This design comes from an exercise in tuning for small area and few clock cycles per item on the open sky130 flow, not from production work. Where RTL was checked, it was by simulation tests only, not by an equivalence proof against the original. Only the layout flow was run in run 2; the RTL was not checked for function there.

## flow/run.sh

```bash
#!/bin/bash
# Layout flow: the standard flow (standard.sh, all ORFS steps) with these
# changes: synthesis maps adders with Yosys's own Brent-Kung carry logic
# instead of ORFS's Kogge-Stone map (SYNTH_OPERATIONS_ARGS set, so the
# -extra-map is not added); the port buffers that global placement puts on
# every input and output use the smallest buffer cell; clock tree synthesis
# uses clkbuf_8 buffers and adds no dummy loads.
set -o pipefail
export SYNTH_OPERATIONS_ARGS="-noshare"
export BUFFER_PORTS_ARGS="-buffer_cell sky130_fd_sc_hd__buf_1"
export CTS_ARGS="-sink_clustering_enable -repair_clock_nets -buf_list sky130_fd_sc_hd__clkbuf_8 -dont_use_dummy_load"
bash standard.sh > standard.log 2>&1
```

## standard.sh

```bash
#!/bin/bash
# synth_recipe.tcl (not shown) runs the flow's synth.tcl, then flattens the netlist and writes it again
# the make line also repeats each setting of config.mk as NAME=value (left out here)
make -C /OpenROAD-flow-scripts/flow DESIGN_CONFIG=/design/flow/config.mk WORK_HOME=/design/flow/orfs CLKGATE_MAP_FILE= SYNTH_SCRIPT=/design/flow/synth_recipe.tcl "${@:-finish}"
```

## config.mk

```make
export PLATFORM = sky130hd
export DESIGN_NAME = MyDesign
export DESIGN_NICKNAME = MyDesign
export VERILOG_FILES = /design/flow/design.v
export SDC_FILE = /design/flow/constraint.sdc
export NUM_CORES = 4
export LEC_CHECK = 0
export CAP_MARGIN = 20
export CORE_MARGIN = 2
export CORE_UTILIZATION = 40
export SLEW_MARGIN = 20
export SYNTH_HIERARCHICAL = 1
export SYNTH_MINIMUM_KEEP_SIZE = 0
```

## constraint.sdc

```tcl
create_clock -name core_clock -period 6.0 [get_ports {clk}]
set_input_delay 1.2000 -clock core_clock [delete_from_list [all_inputs] [get_ports {clk}]]
set_output_delay 1.2000 -clock core_clock [all_outputs]
set_load 0.01 [all_outputs]
```

## design.v

```verilog
module MyDesign (dut_run, dut_busy, reset_b, clk, dut_sram_write_address,
		 dut_sram_write_data, dut_sram_write_enable,
		 dut_sram_read_address,	sram_dut_read_data,
		 dut_wmem_read_address, wmem_dut_read_data);
input clk;
input signed [15:0] sram_dut_read_data, wmem_dut_read_data;
input dut_run, reset_b;
output signed [15:0] dut_sram_write_data;
output [11:0] dut_sram_write_address;
output dut_sram_write_enable;
output [11:0] dut_sram_read_address, dut_wmem_read_address;
output dut_busy;
localparam [2:0] IDLE = 3'd0, HDR = 3'd1, SZ = 3'd2, PR = 3'd3, RUN = 3'd4,
	RUN1 = 3'd5, RUN2 = 3'd6;
reg [2:0] st;
reg [11:0] xa, wa, xb, oa;
reg [6:0] col;           
reg [7:0] row;           
reg [4:0] s8;            
reg [1:0] ph;            
reg x4, x8, w4, w8;      
reg lc, l2, we;
reg [15:0] xo_r, wo_r;
reg [21:0] acc;
wire [21:0] acc_next;
wire [15:0] X = sram_dut_read_data;
wire [15:0] Wd = wmem_dut_read_data;
wire ix4 = (st == PR) ? X[2] : x4;
wire ix8 = (st == PR) ? X[3] : x8;
wire iw4 = (st == PR) ? Wd[2] : w4;
wire iw8 = (st == PR) ? Wd[3] : w8;
wire ib8 = ix8 | iw8;
wire ib4 = ~ib8 & (ix4 | iw4);
wire ixn = ib8 ? ~ix8 : (ib4 & ~ix4);   
wire iwn = ib8 ? ~iw8 : (ib4 & ~iw4);
wire ir4 = ib8 & ((~ix4 & ~ix8) | (~iw4 & ~iw8));  
wire nlast = ~(ixn | iwn) | (ir4 ? (ph == 2'd3) : ph[0]);
wire [6:0] lh = ib8 ? 7'd1 : ib4 ? 7'd2 : 7'd4;    
wire row_end = (col == lh);
wire layer_end = row_end & (row == 8'd1);
wire stepping = (st == PR) | st[2];
wire is_end = &X[7:0];
wire clr = ~reset_b | ((st == SZ) & is_end);
wire hdr_step = ((st == IDLE) & dut_run) | (st == HDR) | (st == SZ);
wire rewind = stepping & row_end & ~layer_end;
wire x_inc = hdr_step | (stepping & (~ixn | nlast));
wire w_inc = hdr_step | (stepping & (~iwn | nlast));
wire [11:0] xa1 = xa + {11'd0, x_inc};
always @(posedge clk) begin
	xa <= clr ? 12'd0 : rewind ? xb : xa1;
	wa <= clr ? 12'd0 : wa + {11'd0, w_inc};
	if (st == SZ)
		xb <= xa1;
	if (!reset_b) begin
		st <= IDLE;
		lc <= 1'b0;
		l2 <= 1'b0;
		we <= 1'b0;
	end else begin
		lc <= stepping & row_end;
		l2 <= lc;
		we <= l2;
		case (st)
		IDLE: if (dut_run) st <= SZ;
		HDR: st <= SZ;
		SZ: st <= is_end ? IDLE : PR;
		default: st <= layer_end ? HDR : (st == PR) ? RUN1 : (st == RUN1) ? RUN2 : RUN;
		endcase
	end
end
always @(posedge clk) begin
	if (st == SZ) begin
		s8 <= X[7:3];
		row <= X[7:0];
		col <= X[7:1];
	end else begin
		row <= row - {7'd0, row_end};
		col <= row_end ? {s8, 2'b00} : col - lh;
	end
	if (st == PR) begin
		x4 <= X[2];
		x8 <= X[3];
		w4 <= Wd[2];
		w8 <= Wd[3];
	end
	ph <= stepping ? ph + 2'd1 : 2'd0;
	xo_r <= xo;
	wo_r <= wo;
	oa <= (st == IDLE) ? 12'd0 : oa + {11'd0, we};
	acc <= acc_next;
end
wire m8 = x8 | w8;
wire m4 = ~m8 & (x4 | w4);
wire m2 = ~m8 & ~m4;
wire [1:0] ph_c = ph - 2'd1;   
wire first_t = we | (st == RUN2);
wire [21:0] acc_in = first_t ? 22'd0 : acc;
wire [15:0] xo, wo;
mpnn_steer u_steer (.X(X), .Wd(Wd), .m8(m8), .m4(m4), .m2(m2), .x8(x8), .x4(x4),
	.w8(w8), .w4(w4), .ph_c(ph_c), .xo(xo), .wo(wo));
  wire mo_82 = m8 | m2;
  wire mo_42 = m4 | m2;
  wire mo_84 = m8 | m4;
  wire pp_0_0_0 = (xo_r[0] & wo_r[0]) & m8;
  wire pp_0_0_1 = (xo_r[0] & wo_r[1]) & m8;
  wire pp_0_0_2 = (xo_r[0] & wo_r[2]) & m8;
  wire pp_0_0_3 = (xo_r[0] & wo_r[3]) & m8;
  wire pp_0_0_4 = (xo_r[0] & wo_r[4]) & mo_84;
  wire pp_0_0_5 = (xo_r[0] & wo_r[5]) & mo_84;
  wire pp_0_0_6 = (xo_r[0] & wo_r[6]);
  wire pp_0_0_7 = ~(xo_r[0] & wo_r[7]);
  wire pp_0_1_0 = (xo_r[1] & wo_r[0]) & m8;
  wire pp_0_1_1 = (xo_r[1] & wo_r[1]) & m8;
  wire pp_0_1_2 = (xo_r[1] & wo_r[2]) & m8;
  wire pp_0_1_3 = (xo_r[1] & wo_r[3]) & m8;
  wire pp_0_1_4 = (xo_r[1] & wo_r[4]) & mo_84;
  wire pp_0_1_5 = (xo_r[1] & wo_r[5]) & mo_84;
  wire pp_0_1_6 = (xo_r[1] & wo_r[6]) ? mo_84 : m2;
  wire pp_0_1_7 = (xo_r[1] & wo_r[7]) ? m2 : mo_84;
  wire pp_0_2_0 = (xo_r[2] & wo_r[0]) & m8;
  wire pp_0_2_1 = (xo_r[2] & wo_r[1]) & m8;
  wire pp_0_2_2 = (xo_r[2] & wo_r[2]) & m8;
  wire pp_0_2_3 = (xo_r[2] & wo_r[3]) & m8;
  wire pp_0_2_4 = (xo_r[2] & wo_r[4]);
  wire pp_0_2_5 = (xo_r[2] & wo_r[5]) ? mo_84 : m2;
  wire pp_0_2_6 = (xo_r[2] & wo_r[6]) & mo_84;
  wire pp_0_2_7 = ~(xo_r[2] & wo_r[7]) & mo_84;
  wire pp_0_3_0 = (xo_r[3] & wo_r[0]) & m8;
  wire pp_0_3_1 = (xo_r[3] & wo_r[1]) & m8;
  wire pp_0_3_2 = (xo_r[3] & wo_r[2]) & m8;
  wire pp_0_3_3 = (xo_r[3] & wo_r[3]) & m8;
  wire pp_0_3_4 = (xo_r[3] & wo_r[4]) ? m8 : mo_42;
  wire pp_0_3_5 = (xo_r[3] & wo_r[5]) ? mo_82 : m4;
  wire pp_0_3_6 = (xo_r[3] & wo_r[6]) ? m8 : m4;
  wire pp_0_3_7 = (xo_r[3] & wo_r[7]) ? m4 : m8;
  wire pp_0_4_0 = (xo_r[4] & wo_r[0]) & mo_84;
  wire pp_0_4_1 = (xo_r[4] & wo_r[1]) & mo_84;
  wire pp_0_4_2 = (xo_r[4] & wo_r[2]);
  wire pp_0_4_3 = (xo_r[4] & wo_r[3]) ? m8 : mo_42;
  wire pp_0_4_4 = (xo_r[4] & wo_r[4]) & m8;
  wire pp_0_4_5 = (xo_r[4] & wo_r[5]) & m8;
  wire pp_0_4_6 = (xo_r[4] & wo_r[6]) & m8;
  wire pp_0_4_7 = ~(xo_r[4] & wo_r[7]) & m8;
  wire pp_0_5_0 = (xo_r[5] & wo_r[0]) & mo_84;
  wire pp_0_5_1 = (xo_r[5] & wo_r[1]) & mo_84;
  wire pp_0_5_2 = (xo_r[5] & wo_r[2]) ? mo_84 : m2;
  wire pp_0_5_3 = (xo_r[5] & wo_r[3]) ? mo_82 : m4;
  wire pp_0_5_4 = (xo_r[5] & wo_r[4]) & m8;
  wire pp_0_5_5 = (xo_r[5] & wo_r[5]) & m8;
  wire pp_0_5_6 = (xo_r[5] & wo_r[6]) & m8;
  wire pp_0_5_7 = ~(xo_r[5] & wo_r[7]) & m8;
  wire pp_0_6_0 = (xo_r[6] & wo_r[0]);
  wire pp_0_6_1 = (xo_r[6] & wo_r[1]) ? mo_84 : m2;
  wire pp_0_6_2 = (xo_r[6] & wo_r[2]) & mo_84;
  wire pp_0_6_3 = (xo_r[6] & wo_r[3]) ? m8 : m4;
  wire pp_0_6_4 = (xo_r[6] & wo_r[4]) & m8;
  wire pp_0_6_5 = (xo_r[6] & wo_r[5]) & m8;
  wire pp_0_6_6 = (xo_r[6] & wo_r[6]) & m8;
  wire pp_0_6_7 = ~(xo_r[6] & wo_r[7]) & m8;
  wire pp_0_7_0 = ~(xo_r[7] & wo_r[0]);
  wire pp_0_7_1 = (xo_r[7] & wo_r[1]) ? m2 : mo_84;
  wire pp_0_7_2 = ~(xo_r[7] & wo_r[2]) & mo_84;
  wire pp_0_7_3 = (xo_r[7] & wo_r[3]) ? m4 : m8;
  wire pp_0_7_4 = ~(xo_r[7] & wo_r[4]) & m8;
  wire pp_0_7_5 = ~(xo_r[7] & wo_r[5]) & m8;
  wire pp_0_7_6 = ~(xo_r[7] & wo_r[6]) & m8;
  wire pp_0_7_7 = (xo_r[7] & wo_r[7]) & m8;
  wire pp_1_0_0 = (xo_r[8] & wo_r[8]) & m8;
  wire pp_1_0_1 = (xo_r[8] & wo_r[9]) & m8;
  wire pp_1_0_2 = (xo_r[8] & wo_r[10]) & m8;
  wire pp_1_0_3 = (xo_r[8] & wo_r[11]) & m8;
  wire pp_1_0_4 = (xo_r[8] & wo_r[12]) & mo_84;
  wire pp_1_0_5 = (xo_r[8] & wo_r[13]) & mo_84;
  wire pp_1_0_6 = (xo_r[8] & wo_r[14]);
  wire pp_1_0_7 = ~(xo_r[8] & wo_r[15]);
  wire pp_1_1_0 = (xo_r[9] & wo_r[8]) & m8;
  wire pp_1_1_1 = (xo_r[9] & wo_r[9]) & m8;
  wire pp_1_1_2 = (xo_r[9] & wo_r[10]) & m8;
  wire pp_1_1_3 = (xo_r[9] & wo_r[11]) & m8;
  wire pp_1_1_4 = (xo_r[9] & wo_r[12]) & mo_84;
  wire pp_1_1_5 = (xo_r[9] & wo_r[13]) & mo_84;
  wire pp_1_1_6 = (xo_r[9] & wo_r[14]) ? mo_84 : m2;
  wire pp_1_1_7 = (xo_r[9] & wo_r[15]) ? m2 : mo_84;
  wire pp_1_2_0 = (xo_r[10] & wo_r[8]) & m8;
  wire pp_1_2_1 = (xo_r[10] & wo_r[9]) & m8;
  wire pp_1_2_2 = (xo_r[10] & wo_r[10]) & m8;
  wire pp_1_2_3 = (xo_r[10] & wo_r[11]) & m8;
  wire pp_1_2_4 = (xo_r[10] & wo_r[12]);
  wire pp_1_2_5 = (xo_r[10] & wo_r[13]) ? mo_84 : m2;
  wire pp_1_2_6 = (xo_r[10] & wo_r[14]) & mo_84;
  wire pp_1_2_7 = ~(xo_r[10] & wo_r[15]) & mo_84;
  wire pp_1_3_0 = (xo_r[11] & wo_r[8]) & m8;
  wire pp_1_3_1 = (xo_r[11] & wo_r[9]) & m8;
  wire pp_1_3_2 = (xo_r[11] & wo_r[10]) & m8;
  wire pp_1_3_3 = (xo_r[11] & wo_r[11]) & m8;
  wire pp_1_3_4 = (xo_r[11] & wo_r[12]) ? m8 : mo_42;
  wire pp_1_3_5 = (xo_r[11] & wo_r[13]) ? mo_82 : m4;
  wire pp_1_3_6 = (xo_r[11] & wo_r[14]) ? m8 : m4;
  wire pp_1_3_7 = (xo_r[11] & wo_r[15]) ? m4 : m8;
  wire pp_1_4_0 = (xo_r[12] & wo_r[8]) & mo_84;
  wire pp_1_4_1 = (xo_r[12] & wo_r[9]) & mo_84;
  wire pp_1_4_2 = (xo_r[12] & wo_r[10]);
  wire pp_1_4_3 = (xo_r[12] & wo_r[11]) ? m8 : mo_42;
  wire pp_1_4_4 = (xo_r[12] & wo_r[12]) & m8;
  wire pp_1_4_5 = (xo_r[12] & wo_r[13]) & m8;
  wire pp_1_4_6 = (xo_r[12] & wo_r[14]) & m8;
  wire pp_1_4_7 = ~(xo_r[12] & wo_r[15]) & m8;
  wire pp_1_5_0 = (xo_r[13] & wo_r[8]) & mo_84;
  wire pp_1_5_1 = (xo_r[13] & wo_r[9]) & mo_84;
  wire pp_1_5_2 = (xo_r[13] & wo_r[10]) ? mo_84 : m2;
  wire pp_1_5_3 = (xo_r[13] & wo_r[11]) ? mo_82 : m4;
  wire pp_1_5_4 = (xo_r[13] & wo_r[12]) & m8;
  wire pp_1_5_5 = (xo_r[13] & wo_r[13]) & m8;
  wire pp_1_5_6 = (xo_r[13] & wo_r[14]) & m8;
  wire pp_1_5_7 = ~(xo_r[13] & wo_r[15]) & m8;
  wire pp_1_6_0 = (xo_r[14] & wo_r[8]);
  wire pp_1_6_1 = (xo_r[14] & wo_r[9]) ? mo_84 : m2;
  wire pp_1_6_2 = (xo_r[14] & wo_r[10]) & mo_84;
  wire pp_1_6_3 = (xo_r[14] & wo_r[11]) ? m8 : m4;
  wire pp_1_6_4 = (xo_r[14] & wo_r[12]) & m8;
  wire pp_1_6_5 = (xo_r[14] & wo_r[13]) & m8;
  wire pp_1_6_6 = (xo_r[14] & wo_r[14]) & m8;
  wire pp_1_6_7 = ~(xo_r[14] & wo_r[15]) & m8;
  wire pp_1_7_0 = ~(xo_r[15] & wo_r[8]);
  wire pp_1_7_1 = (xo_r[15] & wo_r[9]) ? m2 : mo_84;
  wire pp_1_7_2 = ~(xo_r[15] & wo_r[10]) & mo_84;
  wire pp_1_7_3 = (xo_r[15] & wo_r[11]) ? m4 : m8;
  wire pp_1_7_4 = ~(xo_r[15] & wo_r[12]) & m8;
  wire pp_1_7_5 = ~(xo_r[15] & wo_r[13]) & m8;
  wire pp_1_7_6 = ~(xo_r[15] & wo_r[14]) & m8;
  wire pp_1_7_7 = (xo_r[15] & wo_r[15]) & m8;
  wire k_9 = m8;
  wire k_10 = m4;
  wire k_11 = m2;
  wire k_12 = m2;
  wire k_13 = mo_42;
  wire k_14 = mo_42;
  wire k_15 = mo_42;
  wire k_16 = 1'b1;
  wire k_17 = 1'b1;
  wire k_18 = 1'b1;
  wire k_19 = 1'b1;
  wire k_20 = 1'b1;
  wire k_21 = 1'b1;
  wire t1, t2;
  mpnn_fa u_t1 (.a(pp_0_0_6), .b(pp_0_1_5), .c(pp_0_2_4), .s(t1), .co(t2));
  wire t3, t4;
  mpnn_fa u_t3 (.a(pp_0_0_7), .b(pp_0_1_6), .c(pp_0_2_5), .s(t3), .co(t4));
  wire t5, t6;
  mpnn_fa u_t5 (.a(pp_0_3_4), .b(pp_0_4_3), .c(pp_0_5_2), .s(t5), .co(t6));
  wire t7, t8;
  mpnn_ha u_t7 (.a(pp_0_6_1), .b(pp_0_7_0), .s(t7), .co(t8));
  wire t9, t10;
  mpnn_fa u_t9 (.a(pp_0_1_7), .b(pp_0_2_6), .c(pp_0_3_5), .s(t9), .co(t10));
  wire t11, t12;
  mpnn_fa u_t11 (.a(pp_0_4_4), .b(pp_0_5_3), .c(pp_0_6_2), .s(t11), .co(t12));
  wire t13, t14;
  mpnn_ha u_t13 (.a(pp_0_7_1), .b(pp_1_1_7), .s(t13), .co(t14));
  wire t15, t16;
  mpnn_fa u_t15 (.a(pp_0_2_7), .b(pp_0_3_6), .c(pp_0_4_5), .s(t15), .co(t16));
  wire t17, t18;
  mpnn_fa u_t17 (.a(pp_0_5_4), .b(pp_0_6_3), .c(pp_0_7_2), .s(t17), .co(t18));
  wire t19, t20;
  mpnn_ha u_t19 (.a(pp_0_3_7), .b(pp_0_4_6), .s(t19), .co(t20));
  wire t21, t22;
  mpnn_fa u_t21 (.a(pp_0_0_4), .b(pp_0_1_3), .c(pp_0_2_2), .s(t21), .co(t22));
  wire t23, t24;
  mpnn_fa u_t23 (.a(pp_0_0_5), .b(pp_0_1_4), .c(pp_0_2_3), .s(t23), .co(t24));
  wire t25, t26;
  mpnn_fa u_t25 (.a(pp_0_3_2), .b(pp_0_4_1), .c(pp_0_5_0), .s(t25), .co(t26));
  wire t27, t28;
  mpnn_ha u_t27 (.a(pp_1_0_5), .b(pp_1_1_4), .s(t27), .co(t28));
  wire t29, t30;
  mpnn_fa u_t29 (.a(pp_0_3_3), .b(pp_0_4_2), .c(pp_0_5_1), .s(t29), .co(t30));
  wire t31, t32;
  mpnn_fa u_t31 (.a(pp_0_6_0), .b(pp_1_0_6), .c(pp_1_1_5), .s(t31), .co(t32));
  wire t33, t34;
  mpnn_fa u_t33 (.a(pp_1_2_4), .b(pp_1_3_3), .c(pp_1_4_2), .s(t33), .co(t34));
  wire t35, t36;
  mpnn_ha u_t35 (.a(pp_1_5_1), .b(pp_1_6_0), .s(t35), .co(t36));
  wire t37, t38;
  mpnn_fa u_t37 (.a(pp_1_0_7), .b(pp_1_1_6), .c(pp_1_2_5), .s(t37), .co(t38));
  wire t39, t40;
  mpnn_fa u_t39 (.a(pp_1_3_4), .b(pp_1_4_3), .c(pp_1_5_2), .s(t39), .co(t40));
  wire t41, t42;
  mpnn_fa u_t41 (.a(pp_1_6_1), .b(pp_1_7_0), .c(acc_in[7]), .s(t41), .co(t42));
  wire t43, t44;
  mpnn_fa u_t43 (.a(t2), .b(t3), .c(t5), .s(t43), .co(t44));
  wire t45, t46;
  mpnn_fa u_t45 (.a(pp_1_2_6), .b(pp_1_3_5), .c(pp_1_4_4), .s(t45), .co(t46));
  wire t47, t48;
  mpnn_fa u_t47 (.a(pp_1_5_3), .b(pp_1_6_2), .c(pp_1_7_1), .s(t47), .co(t48));
  wire t49, t50;
  mpnn_fa u_t49 (.a(acc_in[8]), .b(t4), .c(t6), .s(t49), .co(t50));
  wire t51, t52;
  mpnn_fa u_t51 (.a(t8), .b(t9), .c(t11), .s(t51), .co(t52));
  wire t53, t54;
  mpnn_fa u_t53 (.a(pp_1_2_7), .b(pp_1_3_6), .c(pp_1_4_5), .s(t53), .co(t54));
  wire t55, t56;
  mpnn_fa u_t55 (.a(pp_1_5_4), .b(pp_1_6_3), .c(pp_1_7_2), .s(t55), .co(t56));
  wire t57, t58;
  mpnn_fa u_t57 (.a(k_9), .b(acc_in[9]), .c(t10), .s(t57), .co(t58));
  wire t59, t60;
  mpnn_fa u_t59 (.a(t12), .b(t14), .c(t15), .s(t59), .co(t60));
  wire t61, t62;
  mpnn_fa u_t61 (.a(pp_0_5_5), .b(pp_0_6_4), .c(pp_0_7_3), .s(t61), .co(t62));
  wire t63, t64;
  mpnn_fa u_t63 (.a(pp_1_3_7), .b(pp_1_4_6), .c(pp_1_5_5), .s(t63), .co(t64));
  wire t65, t66;
  mpnn_fa u_t65 (.a(pp_1_6_4), .b(pp_1_7_3), .c(k_10), .s(t65), .co(t66));
  wire t67, t68;
  mpnn_fa u_t67 (.a(acc_in[10]), .b(t16), .c(t18), .s(t67), .co(t68));
  wire t69, t70;
  mpnn_fa u_t69 (.a(pp_0_4_7), .b(pp_0_5_6), .c(pp_0_6_5), .s(t69), .co(t70));
  wire t71, t72;
  mpnn_fa u_t71 (.a(pp_0_7_4), .b(pp_1_4_7), .c(pp_1_5_6), .s(t71), .co(t72));
  wire t73, t74;
  mpnn_fa u_t73 (.a(pp_1_6_5), .b(pp_1_7_4), .c(k_11), .s(t73), .co(t74));
  wire t75, t76;
  mpnn_fa u_t75 (.a(pp_0_5_7), .b(pp_0_6_6), .c(pp_0_7_5), .s(t75), .co(t76));
  wire t77, t78;
  mpnn_ha u_t77 (.a(pp_0_0_2), .b(pp_0_1_1), .s(t77), .co(t78));
  wire t79, t80;
  mpnn_fa u_t79 (.a(pp_0_0_3), .b(pp_0_1_2), .c(pp_0_2_1), .s(t79), .co(t80));
  wire t81, t82;
  mpnn_fa u_t81 (.a(pp_0_3_0), .b(pp_1_0_3), .c(pp_1_1_2), .s(t81), .co(t82));
  wire t83, t84;
  mpnn_fa u_t83 (.a(pp_0_3_1), .b(pp_0_4_0), .c(pp_1_0_4), .s(t83), .co(t84));
  wire t85, t86;
  mpnn_fa u_t85 (.a(pp_1_1_3), .b(pp_1_2_2), .c(pp_1_3_1), .s(t85), .co(t86));
  wire t87, t88;
  mpnn_ha u_t87 (.a(pp_1_4_0), .b(acc_in[4]), .s(t87), .co(t88));
  wire t89, t90;
  mpnn_fa u_t89 (.a(pp_1_2_3), .b(pp_1_3_2), .c(pp_1_4_1), .s(t89), .co(t90));
  wire t91, t92;
  mpnn_fa u_t91 (.a(pp_1_5_0), .b(acc_in[5]), .c(t22), .s(t91), .co(t92));
  wire t93, t94;
  mpnn_fa u_t93 (.a(t23), .b(t25), .c(t27), .s(t93), .co(t94));
  wire t95, t96;
  mpnn_fa u_t95 (.a(acc_in[6]), .b(t1), .c(t24), .s(t95), .co(t96));
  wire t97, t98;
  mpnn_fa u_t97 (.a(t26), .b(t28), .c(t29), .s(t97), .co(t98));
  wire t99, t100;
  mpnn_fa u_t99 (.a(t31), .b(t33), .c(t35), .s(t99), .co(t100));
  wire t101, t102;
  mpnn_fa u_t101 (.a(t7), .b(t30), .c(t32), .s(t101), .co(t102));
  wire t103, t104;
  mpnn_fa u_t103 (.a(t34), .b(t36), .c(t37), .s(t103), .co(t104));
  wire t105, t106;
  mpnn_fa u_t105 (.a(t39), .b(t41), .c(t43), .s(t105), .co(t106));
  wire t107, t108;
  mpnn_fa u_t107 (.a(t13), .b(t38), .c(t40), .s(t107), .co(t108));
  wire t109, t110;
  mpnn_fa u_t109 (.a(t42), .b(t44), .c(t45), .s(t109), .co(t110));
  wire t111, t112;
  mpnn_fa u_t111 (.a(t47), .b(t49), .c(t51), .s(t111), .co(t112));
  wire t113, t114;
  mpnn_fa u_t113 (.a(t17), .b(t46), .c(t48), .s(t113), .co(t114));
  wire t115, t116;
  mpnn_fa u_t115 (.a(t50), .b(t52), .c(t53), .s(t115), .co(t116));
  wire t117, t118;
  mpnn_fa u_t117 (.a(t55), .b(t57), .c(t59), .s(t117), .co(t118));
  wire t119, t120;
  mpnn_fa u_t119 (.a(t19), .b(t54), .c(t56), .s(t119), .co(t120));
  wire t121, t122;
  mpnn_fa u_t121 (.a(t58), .b(t60), .c(t61), .s(t121), .co(t122));
  wire t123, t124;
  mpnn_fa u_t123 (.a(t63), .b(t65), .c(t67), .s(t123), .co(t124));
  wire t125, t126;
  mpnn_fa u_t125 (.a(acc_in[11]), .b(t20), .c(t62), .s(t125), .co(t126));
  wire t127, t128;
  mpnn_fa u_t127 (.a(t64), .b(t66), .c(t68), .s(t127), .co(t128));
  wire t129, t130;
  mpnn_fa u_t129 (.a(t69), .b(t71), .c(t73), .s(t129), .co(t130));
  wire t131, t132;
  mpnn_fa u_t131 (.a(pp_1_5_7), .b(pp_1_6_6), .c(pp_1_7_5), .s(t131), .co(t132));
  wire t133, t134;
  mpnn_fa u_t133 (.a(k_12), .b(acc_in[12]), .c(t70), .s(t133), .co(t134));
  wire t135, t136;
  mpnn_fa u_t135 (.a(t72), .b(t74), .c(t75), .s(t135), .co(t136));
  wire t137, t138;
  mpnn_fa u_t137 (.a(pp_0_6_7), .b(pp_0_7_6), .c(pp_1_6_7), .s(t137), .co(t138));
  wire t139, t140;
  mpnn_fa u_t139 (.a(pp_1_7_6), .b(k_13), .c(acc_in[13]), .s(t139), .co(t140));
  wire t141, t142;
  mpnn_ha u_t141 (.a(pp_0_0_1), .b(pp_0_1_0), .s(t141), .co(t142));
  wire t143, t144;
  mpnn_fa u_t143 (.a(pp_0_2_0), .b(pp_1_0_2), .c(pp_1_1_1), .s(t143), .co(t144));
  wire t145, t146;
  mpnn_ha u_t145 (.a(pp_1_2_0), .b(acc_in[2]), .s(t145), .co(t146));
  wire t147, t148;
  mpnn_fa u_t147 (.a(pp_1_2_1), .b(pp_1_3_0), .c(acc_in[3]), .s(t147), .co(t148));
  wire t149, t150;
  mpnn_fa u_t149 (.a(t78), .b(t79), .c(t81), .s(t149), .co(t150));
  wire t151, t152;
  mpnn_fa u_t151 (.a(t21), .b(t80), .c(t82), .s(t151), .co(t152));
  wire t153, t154;
  mpnn_fa u_t153 (.a(t83), .b(t85), .c(t87), .s(t153), .co(t154));
  wire t155, t156;
  mpnn_fa u_t155 (.a(t84), .b(t86), .c(t88), .s(t155), .co(t156));
  wire t157, t158;
  mpnn_fa u_t157 (.a(t89), .b(t91), .c(t93), .s(t157), .co(t158));
  wire t159, t160;
  mpnn_fa u_t159 (.a(t90), .b(t92), .c(t94), .s(t159), .co(t160));
  wire t161, t162;
  mpnn_fa u_t161 (.a(t95), .b(t97), .c(t99), .s(t161), .co(t162));
  wire t163, t164;
  mpnn_fa u_t163 (.a(t96), .b(t98), .c(t100), .s(t163), .co(t164));
  wire t165, t166;
  mpnn_fa u_t165 (.a(t101), .b(t103), .c(t105), .s(t165), .co(t166));
  wire t167, t168;
  mpnn_fa u_t167 (.a(t102), .b(t104), .c(t106), .s(t167), .co(t168));
  wire t169, t170;
  mpnn_fa u_t169 (.a(t107), .b(t109), .c(t111), .s(t169), .co(t170));
  wire t171, t172;
  mpnn_fa u_t171 (.a(t108), .b(t110), .c(t112), .s(t171), .co(t172));
  wire t173, t174;
  mpnn_fa u_t173 (.a(t113), .b(t115), .c(t117), .s(t173), .co(t174));
  wire t175, t176;
  mpnn_fa u_t175 (.a(t114), .b(t116), .c(t118), .s(t175), .co(t176));
  wire t177, t178;
  mpnn_fa u_t177 (.a(t119), .b(t121), .c(t123), .s(t177), .co(t178));
  wire t179, t180;
  mpnn_fa u_t179 (.a(t120), .b(t122), .c(t124), .s(t179), .co(t180));
  wire t181, t182;
  mpnn_fa u_t181 (.a(t125), .b(t127), .c(t129), .s(t181), .co(t182));
  wire t183, t184;
  mpnn_fa u_t183 (.a(t126), .b(t128), .c(t130), .s(t183), .co(t184));
  wire t185, t186;
  mpnn_fa u_t185 (.a(t131), .b(t133), .c(t135), .s(t185), .co(t186));
  wire t187, t188;
  mpnn_fa u_t187 (.a(t76), .b(t132), .c(t134), .s(t187), .co(t188));
  wire t189, t190;
  mpnn_fa u_t189 (.a(t136), .b(t137), .c(t139), .s(t189), .co(t190));
  wire t191, t192;
  mpnn_fa u_t191 (.a(pp_0_7_7), .b(pp_1_7_7), .c(k_14), .s(t191), .co(t192));
  wire t193, t194;
  mpnn_fa u_t193 (.a(acc_in[14]), .b(t138), .c(t140), .s(t193), .co(t194));
  wire t195, t196;
  mpnn_ha u_t195 (.a(pp_1_0_1), .b(pp_1_1_0), .s(t195), .co(t196));
  wire t197, t198;
  mpnn_fa u_t197 (.a(t77), .b(t142), .c(t143), .s(t197), .co(t198));
  wire t199, t200;
  mpnn_fa u_t199 (.a(t144), .b(t146), .c(t147), .s(t199), .co(t200));
  wire t201, t202;
  mpnn_fa u_t201 (.a(t148), .b(t150), .c(t151), .s(t201), .co(t202));
  wire t203, t204;
  mpnn_fa u_t203 (.a(t152), .b(t154), .c(t155), .s(t203), .co(t204));
  wire t205, t206;
  mpnn_fa u_t205 (.a(t156), .b(t158), .c(t159), .s(t205), .co(t206));
  wire t207, t208;
  mpnn_fa u_t207 (.a(t160), .b(t162), .c(t163), .s(t207), .co(t208));
  wire t209, t210;
  mpnn_fa u_t209 (.a(t164), .b(t166), .c(t167), .s(t209), .co(t210));
  wire t211, t212;
  mpnn_fa u_t211 (.a(t168), .b(t170), .c(t171), .s(t211), .co(t212));
  wire t213, t214;
  mpnn_fa u_t213 (.a(t172), .b(t174), .c(t175), .s(t213), .co(t214));
  wire t215, t216;
  mpnn_fa u_t215 (.a(t176), .b(t178), .c(t179), .s(t215), .co(t216));
  wire t217, t218;
  mpnn_fa u_t217 (.a(t180), .b(t182), .c(t183), .s(t217), .co(t218));
  wire t219, t220;
  mpnn_fa u_t219 (.a(t184), .b(t186), .c(t187), .s(t219), .co(t220));
  wire t221, t222;
  mpnn_fa u_t221 (.a(t188), .b(t190), .c(t191), .s(t221), .co(t222));
  wire t223, t224;
  mpnn_fa u_t223 (.a(k_15), .b(acc_in[15]), .c(t192), .s(t223), .co(t224));
  wire t225, t226;
  mpnn_ha u_t225 (.a(pp_0_0_0), .b(pp_1_0_0), .s(t225), .co(t226));
  wire t227, t228;
  mpnn_fa u_t227 (.a(acc_in[1]), .b(t141), .c(t195), .s(t227), .co(t228));
  wire t229, t230;
  mpnn_fa u_t229 (.a(t145), .b(t196), .c(t197), .s(t229), .co(t230));
  wire t231, t232;
  mpnn_fa u_t231 (.a(t149), .b(t198), .c(t199), .s(t231), .co(t232));
  wire t233, t234;
  mpnn_fa u_t233 (.a(t153), .b(t200), .c(t201), .s(t233), .co(t234));
  wire t235, t236;
  mpnn_fa u_t235 (.a(t157), .b(t202), .c(t203), .s(t235), .co(t236));
  wire t237, t238;
  mpnn_fa u_t237 (.a(t161), .b(t204), .c(t205), .s(t237), .co(t238));
  wire t239, t240;
  mpnn_fa u_t239 (.a(t165), .b(t206), .c(t207), .s(t239), .co(t240));
  wire t241, t242;
  mpnn_fa u_t241 (.a(t169), .b(t208), .c(t209), .s(t241), .co(t242));
  wire t243, t244;
  mpnn_fa u_t243 (.a(t173), .b(t210), .c(t211), .s(t243), .co(t244));
  wire t245, t246;
  mpnn_fa u_t245 (.a(t177), .b(t212), .c(t213), .s(t245), .co(t246));
  wire t247, t248;
  mpnn_fa u_t247 (.a(t181), .b(t214), .c(t215), .s(t247), .co(t248));
  wire t249, t250;
  mpnn_fa u_t249 (.a(t185), .b(t216), .c(t217), .s(t249), .co(t250));
  wire t251, t252;
  mpnn_fa u_t251 (.a(t189), .b(t218), .c(t219), .s(t251), .co(t252));
  wire t253, t254;
  mpnn_fa u_t253 (.a(t193), .b(t220), .c(t221), .s(t253), .co(t254));
  wire t255, t256;
  mpnn_fa u_t255 (.a(t194), .b(t222), .c(t223), .s(t255), .co(t256));
  wire t257, t258;
  mpnn_fa u_t257 (.a(k_16), .b(acc_in[16]), .c(t224), .s(t257), .co(t258));
  wire t259, t260;
  mpnn_ha u_t259 (.a(k_17), .b(acc_in[17]), .s(t259), .co(t260));
  wire t261, t262;
  mpnn_ha u_t261 (.a(k_18), .b(acc_in[18]), .s(t261), .co(t262));
  wire t263, t264;
  mpnn_ha u_t263 (.a(k_19), .b(acc_in[19]), .s(t263), .co(t264));
  wire t265, t266;
  mpnn_ha u_t265 (.a(k_20), .b(acc_in[20]), .s(t265), .co(t266));
  wire t267, t268;
  mpnn_ha u_t267 (.a(k_21), .b(acc_in[21]), .s(t267), .co(t268));
  wire [21:0] row_a = {t266, t264, t262, t260, t258, t256, t254, t252, t250, t248, t246, t244, t242, t240, t238, t236, t234, t232, t230, t228, t226, acc_in[0]};
  wire [21:0] row_b = {t267, t265, t263, t261, t259, t257, t255, t253, t251, t249, t247, t245, t243, t241, t239, t237, t235, t233, t231, t229, t227, t225};
  assign acc_next = row_a + row_b;
assign dut_sram_read_address = xa;
assign dut_wmem_read_address = wa;
assign dut_sram_write_address = oa;
assign dut_sram_write_enable = we;
assign dut_sram_write_data = m8 ? acc[15:0] : m4 ? acc[19:4] : acc[21:6];
assign dut_busy = (st != IDLE) | we;
endmodule
module mpnn_fa (a, b, c, s, co);
input a, b, c;
output s, co;
assign s = a ^ b ^ c;
assign co = (a & b) | (a & c) | (b & c);
endmodule
module mpnn_ha (a, b, s, co);
input a, b;
output s, co;
assign s = a ^ b;
assign co = a & b;
endmodule
module mpnn_steer (X, Wd, m8, m4, m2, x8, x4, w8, w4, ph_c, xo, wo);
input [15:0] X, Wd;
input m8, m4, m2, x8, x4, w8, w4;
input [1:0] ph_c;
output [15:0] xo, wo;
wire xfull = (m8 & x8) | (m4 & x4) | m2;       
wire x84 = m8 & x4, x82 = m8 & ~x8 & ~x4, x42 = m4 & ~x4;
wire wfull8 = m8 & w8, wfull4 = m4 & w4;
wire w84 = m8 & w4, w82 = m8 & ~w8 & ~w4, w42 = m4 & ~w4;
function [15:0] sp84; input [7:0] g; sp84 = {{4{g[7]}}, g[7:4], {4{g[3]}}, g[3:0]}; endfunction
function [15:0] sp82; input [3:0] g; sp82 = {{6{g[3]}}, g[3:2], {6{g[1]}}, g[1:0]}; endfunction
function [15:0] sp42; input [7:0] g; sp42 = {{2{g[7]}}, g[7:6], {2{g[5]}}, g[5:4], {2{g[3]}}, g[3:2], {2{g[1]}}, g[1:0]}; endfunction
function [15:0] mir4; input [15:0] v; mir4 = {v[11:8], v[15:12], v[3:0], v[7:4]}; endfunction
function [15:0] mir2; input [15:0] v; mir2 = {v[9:8], v[11:10], v[13:12], v[15:14], v[1:0], v[3:2], v[5:4], v[7:6]}; endfunction
wire [7:0] gx8 = ph_c[0] ? X[15:8] : X[7:0];
wire [3:0] gx4 = ph_c[1] ? (ph_c[0] ? X[15:12] : X[11:8]) : (ph_c[0] ? X[7:4] : X[3:0]);
wire [7:0] gw8 = ph_c[0] ? Wd[15:8] : Wd[7:0];
wire [3:0] gw4 = ph_c[1] ? (ph_c[0] ? Wd[15:12] : Wd[11:8]) : (ph_c[0] ? Wd[7:4] : Wd[3:0]);
assign xo = ({16{xfull}} & X) | ({16{x84}} & sp84(gx8)) | ({16{x82}} & sp82(gx4)) | ({16{x42}} & sp42(gx8));
assign wo = ({16{wfull8}} & Wd) | ({16{wfull4}} & mir4(Wd)) | ({16{m2}} & mir2(Wd))
  | ({16{w84}} & sp84(gw8)) | ({16{w82}} & sp82(gw4)) | ({16{w42}} & mir4(sp42(gw8)));
endmodule
```

==> impl_metrics.toml, run 1 <==
[synth]
ys_async_sr_fraction_pct = 0
synth_area_leaders = "fa_1 (24%), dfxtp_1 (22%), ha_1 (7.7%)"
avgSynthCellArea_um2 = 10.4
synthesis.instances = 1028
synth_cell_types = 63
yosys-top-cells-count = "fa_1 (131), dfxtp_1 (117), and3_1 (86)"
netlist_area_um2 = 10700
synth_seq_cells = 134
synth_edf_count = 17
yosysSeqAreaShare_pct = 26.6
yosys_most_used_dff = "dfxtp_1"
synth_top_area_share_pct = 24.5
synth_top_area_cell = "fa_1"
yosysMostFrequentCell = "fa_1"
synth_warnings = 8

[setup_path]
crit_type = "flip-flop to flip-flop"
slowest_stage = "fa_1"
critPathMaxFanout = 11
slowest_delay_ns = 0.46
startpoint = "x8"
cp-start-kind = "flip-flop"
crit-reg2reg-launch = "x8"
path_buf_inv = 1
cp-end-kind = "flip-flop"
cp.required_ns = 6.31
path_common_cell = "fa_1"
crit_chain = "nor2_4 > inv_1 > and3_1 > fa_1 > fa_1 > fa_1 > fa_1 > fa_1 > fa_1 > ha_1 > a21oi_1 > o21ai_0 > a2111oi_1 > a22oi_1 > fa_1 > xnor2_1"
cp_top_family = "adder cells"
worstPathArrival_ns = 6.03

[floorplanning]
start_util_pct = 40.9
rows = 59
core_um2 = 26200
ios = 89
die_w_um = 168
die_area_um2 = 28100
dieHeight_um = 168

[clock_network]
clock-sinks = 134
htreeDepth = 4
hold_buffers = 0
cts.path.max_buffers = 2
cts_tree = "built"
cts_made_buffers = 17
clockRootBuffer = "clkbuf_8"
clk_pin_slew_ns = 0.07
clk_latency_ns = 0.48

[detailed_routing]
routed_wl_mm = 26.2
wl_per_cell_um = 18.2
vias_per_cell = 5.48
drt.antenna.violating_nets = 0
firstDrtPassIters = 7
drc = 0
drtIter0Drc = 623
vias = 7875

[timing]
rsz0062_at_grt = "true"
setup_violations = 0
fin_crit_sh_pct = 95.3
worst_pin_slew_ns = 0.816
setup_tns_ns = 0
fin_ws_ns = 0.283
finalCriticalPeriod_ns = 5.72
timing.slew.headroom_pct = 45.5
hold_violations = 0
max_freq_mhz = 175
clock_skew_ns = 0.0422
drv_slew = 0

[layout]
final_layout_size_suffix_gt1_share_pct = 6.54
diodes = 0
n_fill_cell = 2501
fin_cells = 1436
fin_util_pct = 44.3
syn_to_final_growth_pct = 8.34
fin_nets = 1335

[grt]
grt_use_total_pct = 19.8
grt_pass1_vias = 8142
grt_max_degree = 35
grt_pass1_wl_mm = 43.6
antenna_found_initial = 0
grt_overflow_total = 0

[min_path]
hold_path_class = "flip-flop to flip-flop"
hold_path_startpoint = "l2"

[place]
port_buffers = 88
place_hpwl_mm = 20.2
detailedPlace.worstSlack_ns = 0.216
place_congestion = 0.878
post-place-cells = 1418

[flow_run]
cap_violations = 0

[outcome]
status = "timing/DRC/antenna clean"
==> sequential cells by signal, indices dropped and copies added, names as in the netlist <==
register	count
row	8
acc	22
ph	2
xb	12
xa	12
lc	1
w8	1
we	1
wo_r	16
st	3
xo_r	16
x8	1
oa	12
s8	5
col	7
l2	1
x4	1
w4	1
wa	12
==> Yosys stat by module (local to each module, per instance) <==
module | copies in the design | cells inside | cell area, um^2
mpnn_ha | 16 | 1 | 12.5
mpnn_steer | 1 | 144 | 1110
mpnn_fa | 118 | 1 | 20.0
MyDesign | 1 | 750 | 7040
==> stage by stage <==
step           area, um^2  hold slack (ns)
2_1_floorplan       10700            0.412
4_1_cts             11600            0.445
3_3_place_gp        11300            0.416
5_1_grt             11600            0.465
6_report            11600            0.445
3_5_place_dp        11300            0.421
==> final timing paths <==
| kind | end | slack [ns] | cells past startpoint |
|---|---|---|---|
| setup / recovery | acc[21] | 0.28 | 16 |
| hold / removal | we | 0.45 | 1 |
| hold reg to reg | we | 0.45 | 1 |
| setup reg to reg | acc[21] | 0.28 | 16 |
==> what timing repair did <==
action	in CTS	in global routing
endpoints found under the setup margin	0	9
resized for setup	0	4
buffers inserted	0	1
==> cells by family after synthesis <==
logic type | synth area share (%)
DFF | 26.6
xor gates and xnor gates | 4.17
AOI/OAI and AO/OA | 10.9
adders and majority gates | 32.2
muxes | 6.05
buffers and inverters | 3.60
other | 0.0350
and+or+nand+nor | 16.4
==> layout by cell type (no fill, tap or decap), drive strengths merged, types with 16 or more instances in the layout <==
cell,netlist,layout
edfxtp,17,17
fa,131,131
and3,87,87
inv,30,30
a222oi,16,16
a21oi,76,76
ha,66,66
and2,44,44
nor3,17,17
dfxtp,117,117
mux2i,34,34
xor2,27,27
nand3,20,20
nor2,50,50
clkbuf,24,17
o21ai,28,28
buf,31,106
xnor2,24,24
nand2,78,78
==> metal layers <==
metal | vias up | global-route usage (%) | routed length [um]
met5 | - | 0 | 0
met4 | 0 | 5.67 | 442
met3 | 33 | 3.26 | 1320
met1 | 3895 | 27.6 | 11900
met2 | 211 | 31.9 | 12500
li1 | 3736 | - | -
==> layout make-up <==
cell class | instances | area, um^2 | share of cell area, %
Multi-Input combinational cell | 814 | 7510 | 64.8
Sequential cell | 134 | 2850 | 24.6
Timing Repair Buffer | 106 | 469 | 4.04
Tap cell | 335 | 419 | 3.61
Clock buffer | 17 | 234 | 2.02
Inverter | 30 | 113 | 0.971
Testbench counts, summed over its fixed seeds: cycles 117,674, macs 306,944.
==> run 2: changes to the inputs <==
--- a/design.v
+++ b/design.v
@@ -510,9 +510,22 @@
   mpnn_ha u_t265 (.a(k_20), .b(acc_in[20]), .s(t265), .co(t266));
   wire t267, t268;
   mpnn_ha u_t267 (.a(k_21), .b(acc_in[21]), .s(t267), .co(t268));
-  wire [21:0] row_a = {t266, t264, t262, t260, t258, t256, t254, t252, t250, t248, t246, t244, t242, t240, t238, t236, t234, t232, t230, t228, t226, acc_in[0]};
-  wire [21:0] row_b = {t267, t265, t263, t261, t259, t257, t255, t253, t251, t249, t247, t245, t243, t241, t239, t237, t235, t233, t231, t229, t227, t225};
-  assign acc_next = row_a + row_b;
+  wire t269, t270;
+  mpnn_ha u_t269 (.a(acc_in[0]), .b(t225), .s(t269), .co(t270));
+  wire t271, t272;
+  mpnn_fa u_t271 (.a(t226), .b(t227), .c(t270), .s(t271), .co(t272));
+  wire t273, t274;
+  mpnn_fa u_t273 (.a(t228), .b(t229), .c(t272), .s(t273), .co(t274));
+  wire t275, t276;
+  mpnn_fa u_t275 (.a(t230), .b(t231), .c(t274), .s(t275), .co(t276));
+  wire t277, t278;
+  mpnn_fa u_t277 (.a(t232), .b(t233), .c(t276), .s(t277), .co(t278));
+  wire t279, t280;
+  mpnn_fa u_t279 (.a(t234), .b(t235), .c(t278), .s(t279), .co(t280));
+  wire [21:0] row_a = {t266, t264, t262, t260, t258, t256, t254, t252, t250, t248, t246, t244, t242, t240, t238, t236, t279, t277, t275, t273, t271, t269};
+  wire [21:0] row_b = {t267, t265, t263, t261, t259, t257, t255, t253, t251, t249, t247, t245, t243, t241, t239, t237, 1'b0, 1'b0, 1'b0, 1'b0, 1'b0, 1'b0};
+  assign acc_next[21:6] = row_a[21:6] + row_b[21:6] + {15'd0, t280};
+  assign acc_next[5:0] = row_a[5:0];
 assign dut_sram_read_address = xa;
 assign dut_wmem_read_address = wa;
 assign dut_sram_write_address = oa;
==> run 2 against run 1 <==
Still clean on timing, DRC and antenna; cell area grew 1.5%; wire length is 1.5% lower; cell count down 0.63%; setup slack worse by 0.14 ns; critical path depth rose by 4; area after synthesis down 2.3%; critical endpoint unchanged; highest routed layer unchanged.
==> impl_metrics.toml, run 2 <==
[setup_path]
worstReg2RegEnd = "acc[21]"
crit_path_end = "acc[21]"
r2r_cells = 20
cp-end-kind = "flip-flop"
slowest_stage = "fa_1"
worstPathArrival_ns = 6.17
slowest_delay_ns = 0.58
startpoint = "w8"
path_common_cell = "fa_1"
reg2reg_slack_ns = 0.15
critPathMaxFanout = 12
crit_chain = "nor2_4 > buf_6 > buf_12 > o21ai_4 > mux2i_1 > fa_1 > fa_1 > fa_1 > fa_2 > fa_1 > fa_1 > ha_1 > a21o_1 > a21oi_2 > o21ai_4 > a41o_1 > a31o_2 > fa_2 > xnor2_2 > xnor2_1"
crit-reg2reg-launch = "w8"
cp.required_ns = 6.32
crit_type = "flip-flop to flip-flop"
cp-start-kind = "flip-flop"

[detailed_routing]
drt.antenna.violating_nets = 0
firstDrtPassIters = 8
wl_per_cell_um = 18.1
routed_wl_mm = 25.8
drc = 0
vias_per_cell = 5.42
drtIter0Drc = 668
vias = 7730

[clock_network]
clock-sinks = 134
cts.path.max_buffers = 2
clk_latency_ns = 0.46
cts_made_buffers = 17
cts_tree = "built"
clockRootBuffer = "clkbuf_8"
htreeDepth = 4
clk_pin_slew_ns = 0.09

[grt]
grt_pass1_vias = 7978
grt_overflow_total = 0
grt_max_degree = 31
grt_use_total_pct = 19.3
grt_pass1_wl_mm = 42.4
antenna_found_initial = 0

[floorplanning]
start_util_pct = 40.5
die_area_um2 = 27400
rows = 59
dieHeight_um = 166
ios = 89
core_um2 = 25800
die_w_um = 166

[synth]
netlist_area_um2 = 10500
avgSynthCellArea_um2 = 10.6
synth_edf_count = 17
synth_top_area_share_pct = 25.7
synth_warnings = 8
synth_cell_types = 59
ys_async_sr_fraction_pct = 0
synth_seq_cells = 134
synth_top_area_cell = "fa_1"
yosys-top-cells-count = "fa_1 (134), dfxtp_1 (117), nand2_1 (96)"
yosysSeqAreaShare_pct = 27.3
yosys_most_used_dff = "dfxtp_1"
yosysMostFrequentCell = "fa_1"
synth_area_leaders = "fa_1 (26%), dfxtp_1 (22%), ha_1 (7.2%)"
synthesis.instances = 983

[layout]
reg.largest.list = "acc (22), wo_r (16), xo_r (16)"
layout_commonest_cell = "dfxtp_1"
fin_util_pct = 45.6
largest_reg_flops = 22
diodes = 0
final_layout_size_suffix_gt1_share_pct = 11.4
final_cell_mix = "dfxtp_1 (115), fa_1 (114), nand2_1 (96), buf_1 (88), and3_1 (84)"
syn_to_final_growth_pct = 12.6
n_fill_cell = 2484
regMostFlops = "acc"
fin_nets = 1323

[timing]
clock_skew_ns = 0.0383
finalCriticalPeriod_ns = 5.85
hold_violations = 0
drv_slew = 0
fin_crit_sh_pct = 97.6
max_freq_mhz = 171
worst_pin_slew_ns = 0.862
timing.slew.headroom_pct = 42.2
fin_ws_ns = 0.147
setup_tns_ns = 0
setup_violations = 0

[place]
port_buffers = 88
place_hpwl_mm = 19.8
place_congestion = 0.865
detailedPlace.worstSlack_ns = -0.0567

[flow_run]
cap_violations = 0

[outcome]
status = "timing/DRC/antenna clean"

[min_path]
hold_path_startpoint = "lc"
hold_path_class = "flip-flop to flip-flop"
==> run 2: modules after synthesis, one instance, submodules excluded <==
module | cells | flip-flops and latches | times used | cell area [um^2]
mpnn_fa | 1 | 0 | 123 | 20.0
MyDesign | 699 | 134 | 1 | 6670
mpnn_steer | 144 | 0 | 1 | 1110
mpnn_ha | 1 | 0 | 17 | 12.5
==> run 2: routing by layer <==
layer / vias to the layer above / GRT usage, % / routed length, um
met3: 40 / 3.92 / 1530
met5: - / 0 / 0
met1: 3804 / 26.8 / 11400
li1: 3630 / - / -
met2: 256 / 30.8 / 12200
met4: 0 / 5.37 / 639
==> run 2: layout make-up <==
class | instances | area (um^2) | area share (%)
Sequential cell | 134 | 2860 | 24.3
Inverter | 36 | 143 | 1.21
Timing Repair Buffer | 136 | 752 | 6.39
Clock buffer | 17 | 234 | 1.99
Tap cell | 335 | 419 | 3.56
Multi-Input combinational cell | 769 | 7370 | 62.6
==> run 2: per-stage QoR <==
| step | area (um^2) | instances | hold slack, ns |
|---|---|---|---|
| floorplan | 10500 | 988 | 0.412 |
| global placement | 11300 | 1404 | 0.419 |
| detailed placement | 11300 | 1404 | 0.422 |
| CTS | 11600 | 1423 | 0.444 |
| global route | 11800 | 1427 | 0.486 |
| finish | 11800 | 1427 | 0.440 |
==> run 2: cell families (layout without fill, tap and decap cells) <==
logic type | count (synthesis) | count (layout) | synth area share [%]
AO/OA/AOI/OAI | 148 | 148 | 9.51
XOR/XNOR | 49 | 49 | 4.10
flip-flops | 134 | 134 | 27.3
AND/OR/NAND/NOR | 311 | 311 | 15.4
other | 1 | 6 | 0.0359
buffers and inverters | 85 | 189 | 3.64
adder cells (fa/ha/maj) | 194 | 194 | 32.8
multiplexers | 61 | 61 | 7.18
==> run 2: worst min path at each step <==
stage | to | slack (ns) | depth (start not counted)
after detailed placement | l2 | 0.42 | 1
after global placement | we | 0.42 | 1
after global routing | xa[1] | 0.49 | 2
after floorplan | l2 | 0.41 | 1
after CTS | l2 | 0.44 | 1
final | l2 | 0.44 | 1
==> run 2: critical path: cells and delay by family, from the launching register on <==
kind                     cells  cell delay, ns
adder cells (fa/ha/maj)      8            3.50
buffers and inverters        2            0.30
multiplexers                 1            0.20
AND/OR/NAND/NOR              1            0.14
XOR/XNOR                     2            0.27
AO/OA/AOI/OAI                6            0.99
flip-flops                   1            0.34
==> run 2: what timing repair did <==
action | 4_1_cts | 5_1_grt
setup endpoints to repair | 1 | 4
resized for setup | 11 | 32
gates cloned | 0 | 1
pin swaps | 4 | 16
hold buffers | 0 | 0
hold endpoints to repair | 0 | 0
buffers inserted | 2 | 3
==> run 3: changes to the inputs <==
--- a/design.v
+++ b/design.v
@@ -516,16 +516,10 @@
   mpnn_fa u_t271 (.a(t226), .b(t227), .c(t270), .s(t271), .co(t272));
   wire t273, t274;
   mpnn_fa u_t273 (.a(t228), .b(t229), .c(t272), .s(t273), .co(t274));
-  wire t275, t276;
-  mpnn_fa u_t275 (.a(t230), .b(t231), .c(t274), .s(t275), .co(t276));
-  wire t277, t278;
-  mpnn_fa u_t277 (.a(t232), .b(t233), .c(t276), .s(t277), .co(t278));
-  wire t279, t280;
-  mpnn_fa u_t279 (.a(t234), .b(t235), .c(t278), .s(t279), .co(t280));
-  wire [21:0] row_a = {t266, t264, t262, t260, t258, t256, t254, t252, t250, t248, t246, t244, t242, t240, t238, t236, t279, t277, t275, t273, t271, t269};
-  wire [21:0] row_b = {t267, t265, t263, t261, t259, t257, t255, t253, t251, t249, t247, t245, t243, t241, t239, t237, 1'b0, 1'b0, 1'b0, 1'b0, 1'b0, 1'b0};
-  assign acc_next[21:6] = row_a[21:6] + row_b[21:6] + {15'd0, t280};
-  assign acc_next[5:0] = row_a[5:0];
+  wire [21:0] row_a = {t266, t264, t262, t260, t258, t256, t254, t252, t250, t248, t246, t244, t242, t240, t238, t236, t234, t232, t230, t273, t271, t269};
+  wire [21:0] row_b = {t267, t265, t263, t261, t259, t257, t255, t253, t251, t249, t247, t245, t243, t241, t239, t237, t235, t233, t231, 1'b0, 1'b0, 1'b0};
+  assign acc_next[21:3] = row_a[21:3] + row_b[21:3] + {18'd0, t274};
+  assign acc_next[2:0] = row_a[2:0];
 assign dut_sram_read_address = xa;
 assign dut_wmem_read_address = wa;
 assign dut_sram_write_address = oa;
==> run 3 against run 2 <==
First-iteration DRC count shrank 23%; still clean; largest cell class unchanged; die area is essentially flat; critical path type unchanged; critical path depth down 2.
==> impl_metrics.toml, run 3 <==
[setup_path]
cp-start-kind = "flip-flop"
path_common_cell = "fa_1"
reg2reg_slack_ns = 0.19
crit-reg2reg-launch = "w8"
worstPathArrival_ns = 6.15
r2r_cells = 18
cp-end-kind = "flip-flop"
slowest_delay_ns = 0.54
slowest_stage = "fa_1"
cp.required_ns = 6.33
crit_chain = "nor2_4 > nand2_1 > buf_8 > and3_1 > fa_1 > fa_1 > fa_1 > fa_1 > fa_1 > fa_1 > ha_1 > o21a_1 > o211ai_1 > o21ai_1 > a31o_2 > a31o_2 > fa_1 > xor2_1"
critPathMaxFanout = 24
worstReg2RegEnd = "acc[18]"
crit_type = "flip-flop to flip-flop"

[layout]
fin_nets = 1318
n_fill_cell = 2517
diodes = 0
seq_area_um2 = 2860
regMostFlops = "acc"
fin_cells = 1420
layout_commonest_cell = "fa_1"
final_cell_mix = "fa_1 (132), dfxtp_1 (113), nand2_1 (94), buf_1 (88), and3_1 (84)"
largest_reg_flops = 22
syn_to_final_growth_pct = 10.7
final_layout_size_suffix_gt1_share_pct = 8.20
multi_input_area_um2 = 7330
reg.largest.list = "acc (22), wo_r (16), xo_r (16)"
fin_util_pct = 44.8

[synth]
yosys_most_used_dff = "dfxtp_1"
synth_top_area_share_pct = 25.3
synth_seq_cells = 134
synth_edf_count = 17
netlist_area_um2 = 10500
yosys-top-cells-count = "fa_1 (132), dfxtp_1 (117), nand2_1 (94)"
yosysSeqAreaShare_pct = 27.3
synth_cell_types = 60
synth_area_leaders = "fa_1 (25%), dfxtp_1 (22%), ha_1 (7.7%)"
synth_warnings = 8
yosysMostFrequentCell = "fa_1"
synth_top_area_cell = "fa_1"
ys_async_sr_fraction_pct = 0
avgSynthCellArea_um2 = 10.6
synthesis.instances = 988

[clock_network]
clock-sinks = 134
post-cts-setup-buffers = 0
clk_latency_ns = 0.46
cts.path.max_buffers = 2
clk_pin_slew_ns = 0.08
htreeDepth = 4
cts_made_buffers = 17
clockRootBuffer = "clkbuf_8"
cts_tree = "built"

[place]
place_hpwl_mm = 20.4
post-place-cells = 1403
place_congestion = 0.902
port_buffers = 88

[timing]
fin_crit_sh_pct = 96.9
max_freq_mhz = 172
hold_slack_ns = 0.436
clock_skew_ns = 0.0311
timing.slew.headroom_pct = 38.5
finalCriticalPeriod_ns = 5.81
worst_pin_slew_ns = 0.916
drv_slew = 0
setup_violations = 0
hold_violations = 0

[detailed_routing]
vias_per_cell = 5.42
wl_per_cell_um = 18.1
drtIter0Drc = 517
firstDrtPassIters = 9
routed_wl_mm = 25.7
vias = 7693
drt.antenna.violating_nets = 0
drc = 0

[grt]
antenna_found_initial = 0
grt_max_degree = 37
grt_use_total_pct = 18.6
grt_overflow_total = 0
grt_pass1_wl_mm = 41.1
grt_pass1_vias = 7659

[floorplanning]
start_util_pct = 40.5
dieHeight_um = 166
rows = 59
die_area_um2 = 27500
ios = 89
die_w_um = 166
core_um2 = 25800

[min_path]
holdPathStages = 1
hold_end = "l2"
hold_path_class = "flip-flop to flip-flop"
hold_path_startpoint = "lc"

[flow_run]
cap_violations = 0

[outcome]
status = "timing/DRC/antenna clean"
[run 3: area by class of cell]
cell class	count	area share (%)
Clock buffer	17	2.02
Inverter	32	1.05
Tap cell	335	3.62
Sequential cell	134	24.7
Multi-Input combinational cell	779	63.3
Timing Repair Buffer	123	5.30
[run 3: routing by layer]
layer	GRT usage [%]	up-vias	share of wire, %	routed length (um)
met4	4.50	0	1.3	345
li1	-	3637	-	-
met3	4.32	31	6.1	1570
met2	30.5	258	47	12000
met5	0	-	0	0
met1	25.2	3767	46	11800
[run 3: kinds of logic after synthesis]
group / share of synthesized area (%)
XOR/XNOR: 4.27
multiplexers: 7.03
buffers and inverters: 3.17
other: 0.0359
adder cells (fa/ha/maj): 32.9
AO/OA/AOI/OAI: 9.73
flip-flops: 27.3
AND/OR/NAND/NOR: 15.6
[run 3: worst max-delay path by stage]
stage	to	slack [ns]	startpoint
3_3_place_gp	acc[18]	0.16	w8
3_5_place_dp	acc[18]	0.06	w8
6_report	acc[18]	0.19	w8
5_1_grt	acc[18]	-0.01	w8
2_1_floorplan	acc[18]	0.01	w4
4_1_cts	acc[18]	0.05	w8
[run 3: what timing repair did]
action,in CTS,in global routing
resized for setup,0,12
setup endpoints to repair,0,2
hold buffers,0,0
[run 3: critical path: cells and delay by family, from the launching register on]
family,cells,cell delay [ns]
fa+ha+maj,8,3.51
compound gates,5,1.09
simple gates,3,0.44
flops,1,0.34
buf+inv,1,0.18
xor+xnor,1,0.15
[run 3: per-module statistics from Yosys, one instance, submodules excluded]
module	cells inside	area (um^2)	flip-flops and latches	times used
mpnn_ha	1	12.5	0	17
MyDesign	707	6740	134	1
mpnn_fa	1	20.0	0	120
mpnn_steer	144	1110	0	1
[run 3: per-stage QoR]
stage	TNS (ns)	instance area [um^2]	setup WS (ns)
after floorplan	0	10500	0.0129
after global placement	0	11300	0.162
after detailed placement	0	11300	0.0559
after CTS	0	11500	0.0492
after global routing	-0.0115	11600	-0.0115
final	0	11600	0.187
Testbench counts of run 3, summed over its fixed seeds: cycles 117,674, macs 306,944.

[port drivers added, routing unchanged]
The flow's constraints put no driver on any port. The routed layouts listed below were extracted and timed again, unchanged, in two steps. Step 1 sets driving cells, clkbuf_16 on the clock port and buf_2 on the other inputs (assumed; they add their load-dependent delay and slew). Step 2 adds t to the input delays and takes it off the output delays; t is the mean of the earliest and latest rising clock arrival at the registers after step 1. Input paths then give back, and output paths get back, about the clock's delay inside the block. Three values: ideal ports, drivers, drivers and shift; two values: the first two.
run	t (ns)	setup slack, ns	hold slack, ns	worst register clock-pin slew, ns
run 1	0.494	0.283 / 0.283 / 0.283	0.445 / 0.445 / 0.445	0.11 / 0.11
run 2	0.482	0.147 / 0.147 / 0.147	0.440 / 0.440 / 0.440	0.10 / 0.10
run 3	0.480	0.187 / 0.187 / 0.187	0.436 / 0.436 / 0.436	0.10 / 0.10
After both steps every run listed still meets setup and hold.
